From an optimization exercise on the open Yosys and OpenROAD flow, aimed at small area; shortcuts taken in it are not production practice.
The RTL was checked by simulation tests, not by an equivalence proof against the original design.
Power and IR drop assume default switching activity.

==> run M: inputs <==
==> flow/design.v (excerpt) <==
module RiscvProcessor # (parameter [31:0] INITIAL_PC = 32'h00400000)
(
input clk, rst,
input [31:0] instruction,
input [31:0] dReadData,
output [31:0] PC,
output [31:0] dAddress, dWriteData,
output MemRead,
output MemWrite
);
==> module RiscvProcessor, before the edit <==
module RiscvProcessor # (parameter [31:0] INITIAL_PC = 32'h00400000)
(
input clk, rst,
input [31:0] instruction,
input [31:0] dReadData,
output [31:0] PC,
output [31:0] dAddress, dWriteData,
output MemRead,
output MemWrite
);
wire [31:0] ins = instruction;
wire [4:0] op = ins[6:2];
wire [2:0] f3 = ins[14:12];
wire is_lui   = (op == 5'b01101);
wire is_auipc = (op == 5'b00101);
wire is_jal   = (op == 5'b11011);
wire is_jalr  = (op == 5'b11001);
wire is_br    = (op == 5'b11000);
wire is_load  = (op == 5'b00000);
wire is_store = (op == 5'b01000);
wire is_opi   = (op == 5'b00100);
wire is_op    = (op == 5'b01100);
assign MemRead  = (ins[6:0] == 7'b0000011);
assign MemWrite = (ins[6:0] == 7'b0100011);
reg [31:1] pc;
wire [31:0] pc_full = {pc, 1'b0};
wire [31:0] imm_i = {{20{ins[31]}}, ins[31:20]};
wire [31:0] imm_s = {{20{ins[31]}}, ins[31:25], ins[11:7]};
wire [31:0] imm_u = {ins[31:12], 12'b0};
wire [31:0] imm_j = {{11{ins[31]}}, ins[31], ins[19:12], ins[20], ins[30:21], 1'b0};
wire [31:0] imm_b = {{19{ins[31]}}, ins[31], ins[7], ins[30:25], ins[11:8], 1'b0};
reg [31:0] imm;
always @(*) begin
  if (is_store)               imm = imm_s;
  else if (is_lui | is_auipc) imm = imm_u;
  else if (is_jal)            imm = imm_j;
  else                        imm = imm_i;
end
wire use_imm = ~(is_op | is_br);
wire rd1_pc  = is_auipc | is_jal;
wire rd1_en  = ~(is_lui | is_auipc | is_jal);
wire reg_write = ~(is_br | is_store);
wire [31:0] rs1, rs2, wd;
register_file U4 (
  .clk(clk), .reset(rst),
  .read_addr_1(ins[19:15]), .read_addr_2(ins[24:20]),
  .write_addr(ins[11:7]), .write_data(wd), .reg_write(reg_write),
  .rd1_en(rd1_en), .rd1_pc(rd1_pc), .alt_1(pc_full),
  .read_data_1(rs1), .read_data_2(rs2)
);
wire [31:0] opb = use_imm ? imm : rs2;
wire alu_f = is_op | is_opi;
wire sub = is_br | (alu_f & (f3[2:1] == 2'b01)) | (is_op & ins[30] & (f3 == 3'b000));
wire [31:0] sum, p, g;
wire co;
add_bk add_a (.a(rs1), .b(opb ^ {32{sub}}), .ci(sub), .s(sum), .co(co), .p(p), .g(g));
wire eq  = &p;
wire ltu = ~co;
wire lt  = (rs1[31] ^ opb[31]) ? rs1[31] : sum[31];
wire [31:0] sr, sl;
shifter sh_unit (.a(rs1), .sh(opb[4:0]), .left(~f3[2]), .arith(ins[30]), .sr(sr));
genvar gi;
generate for (gi = 0; gi < 32; gi = gi + 1) begin : rv
  assign sl[gi] = sr[31 - gi];
end endgenerate
wire cond = (f3[2] ? (f3[1] ? ltu : lt) : eq) ^ f3[0];
wire taken = is_br & cond;
wire [31:0] poff = taken ? imm_b : 32'd4;
wire [31:0] pnext, pp_unused, pg_unused;
wire pco_unused;
add_bk add_p (.a(pc_full), .b(poff), .ci(1'b0), .s(pnext), .co(pco_unused), .p(pp_unused), .g(pg_unused));
wire jump = is_jal | is_jalr;
wire [31:1] pc_next = jump ? sum[31:1] : pnext[31:1];
always @(posedge clk or negedge rst)
  if (!rst)
    pc <= INITIAL_PC[31:1];
  else
    pc <= pc_next;
wire ld_ext = ~f3[2] & (f3[0] ? dReadData[15] : dReadData[7]);
wire [31:0] ld = {f3[1] ? dReadData[31:16] : {16{ld_ext}},
                  (f3[1] | f3[0]) ? dReadData[15:8] : {8{ld_ext}},
                  dReadData[7:0]};
wire use_sum = is_lui | is_auipc | (alu_f & (f3 == 3'b000));
wire sel_x  = alu_f & f3[2] & ~f3[0];           
wire sel_g  = alu_f & f3[2] & f3[1];            
wire sel_sr = alu_f & (f3 == 3'b101);
wire sel_sl = alu_f & (f3 == 3'b001);
wire sel_lt = alu_f & (f3[2:1] == 2'b01);
wire slt    = f3[0] ? ltu : lt;
assign wd = ({32{use_sum}} & sum) |
            ({32{jump}} & pnext) |
            ({32{is_load}} & ld) |
            ({32{sel_x}} & p) |
            ({32{sel_g}} & g) |
            ({32{sel_sr}} & sr) |
            ({32{sel_sl}} & sl) |
            {31'b0, sel_lt & slt};
assign dAddress = sum;
assign dWriteData = {rs2[31:16] & {16{f3[1]}}, rs2[15:8] & {8{f3[1] | f3[0]}}, rs2[7:0]};
assign PC = pc_full;
endmodule
clock: 16.0 ns
lec_check: 0
cap_margin: 0
core_margin: 2
core_utilization: 50
slew_margin: 0
synth_hierarchical: 1
synth_minimum_keep_size: 0
standard.sh (not shown) runs the stock make flow with config.mk's settings and CLKGATE_MAP_FILE= SYNTH_SCRIPT=/design/flow/synth_recipe.tcl, a recipe that flattens the netlist after the stock synthesis.
==> flow/flow/run.sh <==
#!/bin/bash
# Standard ORFS layout (the standard.sh) with two changes:
#  - port buffers are buf_1 instead of the default pick,
#  - CTS clusters up to 24 sinks per clkbuf_16 leaf and inserts no dummy loads.
# make's full output goes to standard.log here; ORFS keeps each step's log
# under orfs/logs/.
set -euo pipefail
export BUFFER_PORTS_ARGS="-buffer_cell sky130_fd_sc_hd__buf_1"
export CTS_ARGS="-sink_clustering_enable -repair_clock_nets -dont_use_dummy_load -sink_clustering_size 24 -sink_clustering_max_diameter 80"
bash standard.sh > standard.log 2>&1
==> run X: changes against run M <==
--- a/flow/design.v
+++ b/flow/design.v
@@ -67,8 +67,11 @@
 wire taken = is_br & cond;
-wire [31:0] poff = taken ? imm_b : 32'd4;
-wire [31:0] pnext, pp_unused, pg_unused;
-wire pco_unused;
-add_bk add_p (.a(pc_full), .b(poff), .ci(1'b0), .s(pnext), .co(pco_unused), .p(pp_unused), .g(pg_unused));
+wire [12:1] poff = taken ? imm_b[12:1] : 12'd2;
+wire [31:1] pnext;
+add_pc add_p (.pc(pc), .b(poff), .t(taken & ins[31]), .sum(pnext));
 wire jump = is_jal | is_jalr;
-wire [31:1] pc_next = jump ? sum[31:1] : pnext[31:1];
+wire [31:1] pc_next;
+wire njump = ~jump;
+generate for (gi = 1; gi < 32; gi = gi + 1) begin : pcm
+  g_mux m (.s(jump), .ns(njump), .d1(sum[gi]), .d0(pnext[gi]), .y(pc_next[gi]));
+end endgenerate
 always @(posedge clk or negedge rst)
@@ -89,10 +92,8 @@
 wire slt    = f3[0] ? ltu : lt;
-assign wd = ({32{use_sum}} & sum) |
-            ({32{jump}} & pnext) |
-            ({32{is_load}} & ld) |
-            ({32{sel_x}} & p) |
-            ({32{sel_g}} & g) |
-            ({32{sel_sr}} & sr) |
-            ({32{sel_sl}} & sl) |
-            {31'b0, sel_lt & slt};
+wire [31:0] wn0, wn1;
+generate for (gi = 0; gi < 32; gi = gi + 1) begin : wdm
+  g_aoi222 w0 (.a1(use_sum), .a2(sum[gi]), .b1(jump),  .b2(gi == 0 ? 1'b0 : pnext[gi % 32]), .c1(is_load), .c2(ld[gi]), .y(wn0[gi]));
+  g_aoi222 w1 (.a1(sel_x),   .a2(p[gi]),   .b1(sel_g), .b2(g[gi]),     .c1(sel_sr),  .c2(sr[gi]), .y(wn1[gi]));
+end endgenerate
+assign wd = ~(wn0 & wn1) | ({32{sel_sl}} & sl) | {31'b0, sel_lt & slt};
 assign dAddress = sum;
@@ -129,2 +130,33 @@
 endmodule
+module add_pc (
+  input  [31:1] pc,
+  input  [12:1] b,
+  input         t,
+  output [31:1] sum
+);
+wire [11:0] lo_p, lo_g;
+wire c13;
+add_sk12 lo (.a(pc[12:1]), .b(b), .ci(1'b0), .s(sum[12:1]), .co(c13), .p(lo_p), .g(lo_g));
+wire inc = ~t & c13;
+wire dec = t & ~c13;
+wire [31:13] all1, all0;
+assign all1[13] = 1'b1;
+assign all0[13] = 1'b1;
+genvar i;
+generate
+for (i = 14; i < 32; i = i + 1) begin : ch
+  assign all1[i] = all1[i - 1] & pc[i - 1];
+  assign all0[i] = all0[i - 1] & ~pc[i - 1];
+end
+for (i = 13; i < 32; i = i + 1) begin : hi
+  assign sum[i] = pc[i] ^ ((inc & all1[i]) | (dec & all0[i]));
+end
+endgenerate
+endmodule
+module g_mux (input s, ns, d1, d0, output y);
+assign y = (s & d1) | (ns & d0);
+endmodule
+module g_aoi222 (input a1, a2, b1, b2, c1, c2, output y);
+assign y = ~((a1 & a2) | (b1 & b2) | (c1 & c2));
+endmodule
 module add_bk (input [31:0] a, input [31:0] b, input ci, output [31:0] s, output co, output [31:0] p, output [31:0] g);
@@ -313,2 +345,72 @@
 endmodule
+module add_sk12 (input [11:0] a, input [11:0] b, input ci, output [11:0] s, output co, output [11:0] p, output [11:0] g);
+assign p = a ^ b;
+assign g = a & b;
+wire G_0_0 = g[0] | (p[0] & ci);
+wire P_0_0 = p[0];
+wire G_1_1 = g[1];
+wire P_1_1 = p[1];
+wire G_2_2 = g[2];
+wire P_2_2 = p[2];
+wire G_3_3 = g[3];
+wire P_3_3 = p[3];
+wire G_4_4 = g[4];
+wire P_4_4 = p[4];
+wire G_5_5 = g[5];
+wire P_5_5 = p[5];
+wire G_6_6 = g[6];
+wire P_6_6 = p[6];
+wire G_7_7 = g[7];
+wire P_7_7 = p[7];
+wire G_8_8 = g[8];
+wire P_8_8 = p[8];
+wire G_9_9 = g[9];
+wire P_9_9 = p[9];
+wire G_10_10 = g[10];
+wire P_10_10 = p[10];
+wire G_11_11 = g[11];
+wire P_11_11 = p[11];
+wire G_1_0 = G_1_1 | (P_1_1 & G_0_0);
+wire G_3_2 = G_3_3 | (P_3_3 & G_2_2);
+wire P_3_2 = P_3_3 & P_2_2;
+wire G_5_4 = G_5_5 | (P_5_5 & G_4_4);
+wire P_5_4 = P_5_5 & P_4_4;
+wire G_7_6 = G_7_7 | (P_7_7 & G_6_6);
+wire P_7_6 = P_7_7 & P_6_6;
+wire G_9_8 = G_9_9 | (P_9_9 & G_8_8);
+wire P_9_8 = P_9_9 & P_8_8;
+wire G_11_10 = G_11_11 | (P_11_11 & G_10_10);
+wire P_11_10 = P_11_11 & P_10_10;
+wire G_2_0 = G_2_2 | (P_2_2 & G_1_0);
+wire G_3_0 = G_3_2 | (P_3_2 & G_1_0);
+wire G_6_4 = G_6_6 | (P_6_6 & G_5_4);
+wire P_6_4 = P_6_6 & P_5_4;
+wire G_7_4 = G_7_6 | (P_7_6 & G_5_4);
+wire P_7_4 = P_7_6 & P_5_4;
+wire G_10_8 = G_10_10 | (P_10_10 & G_9_8);
+wire P_10_8 = P_10_10 & P_9_8;
+wire G_11_8 = G_11_10 | (P_11_10 & G_9_8);
+wire P_11_8 = P_11_10 & P_9_8;
+wire G_4_0 = G_4_4 | (P_4_4 & G_3_0);
+wire G_5_0 = G_5_4 | (P_5_4 & G_3_0);
+wire G_6_0 = G_6_4 | (P_6_4 & G_3_0);
+wire G_7_0 = G_7_4 | (P_7_4 & G_3_0);
+wire G_8_0 = G_8_8 | (P_8_8 & G_7_0);
+wire G_9_0 = G_9_8 | (P_9_8 & G_7_0);
+wire G_10_0 = G_10_8 | (P_10_8 & G_7_0);
+wire G_11_0 = G_11_8 | (P_11_8 & G_7_0);
+assign s[0] = p[0] ^ ci;
+assign s[1] = p[1] ^ G_0_0;
+assign s[2] = p[2] ^ G_1_0;
+assign s[3] = p[3] ^ G_2_0;
+assign s[4] = p[4] ^ G_3_0;
+assign s[5] = p[5] ^ G_4_0;
+assign s[6] = p[6] ^ G_5_0;
+assign s[7] = p[7] ^ G_6_0;
+assign s[8] = p[8] ^ G_7_0;
+assign s[9] = p[9] ^ G_8_0;
+assign s[10] = p[10] ^ G_9_0;
+assign s[11] = p[11] ^ G_10_0;
+assign co = G_11_0;
+endmodule
 module register_file (
==> run_results.csv <==
group,metric,value,unit
status,status,"complete, no violations",
placed_design,pre_cts_ws,1330,ps
global_route,grtUsageTotal,49.4,%
pwr,seq_power_share,55.1,%
pwr,p_clk,1.48,mW
placed_design,dpl_cell_area,50100,um2
logic_synthesis,synth_cells,4157,
critical_path,worst-path-stages,41,
floorplanning,die_height,309,um
final_layout,drive_above_1_share,7.64,%
pwr,power,5.93,mW
global_route,antenna_found_initial,17,
critical_path,setup.worst_path.start,"instruction[5]",
sta,hold_slack,486,ps
global_route,use_met1,63.8,%
clock_network,numCtsBuffers,52,
placed_design,place_inst,5720,
critical_path,critPathRequiredTime,16550,ps
The numbers above come from run X.

==> run_results.csv <==
group,metric,value,unit
critical_path,worst-path-stages,40,
pwr,p_clk,1.50,mW
drt,drc_errors,0,
clock_network,numCtsBuffers,54,
status,status,"complete, no violations",
placed_design,pre_cts_ws,1580,ps
floorplanning,die_height,310,um
final_layout,drive_above_1_share,7.56,%
critical_path,critPathRequiredTime,16570,ps
placed_design,place_inst,5774,
global_route,antenna_found_initial,10,
pwr,power,6.08,mW
sta,hold_slack,485,ps
logic_synthesis,synth_cells,4233,
global_route,use_met1,59.9,%
placed_design,dpl_cell_area,50200,um2
pwr,seq_power_share,54.7,%
The numbers above come from run M.

re-timing with driven ports:
The flow's constraints put no driver on any port. The routed layouts listed below were extracted and timed again, unchanged, in two steps. Step 1 sets driving cells, clkbuf_16 on the clock port and buf_2 on the other inputs (assumed; they add their load-dependent delay and slew). Step 2, shift: input delay + t, output delay - t, t = (earliest + latest rising clock arrival at the registers) / 2. This alone moves slack from input paths to output paths. Three values: ideal, step 1, step 2; two values: the first two.
run | t, ns | slack for setup (ns) | clock arrival spread, ns
run M | 0.750 | 1.811 / 1.859 / 1.109 | 0.115 / 0.114
run X | 0.766 | 1.281 / 1.337 / 0.571 | 0.097 / 0.097
After both steps every run listed still meets setup and hold. The setup slack of run X, which loses most, moves by +0.056 ns with the drivers and by -0.710 ns with both steps.
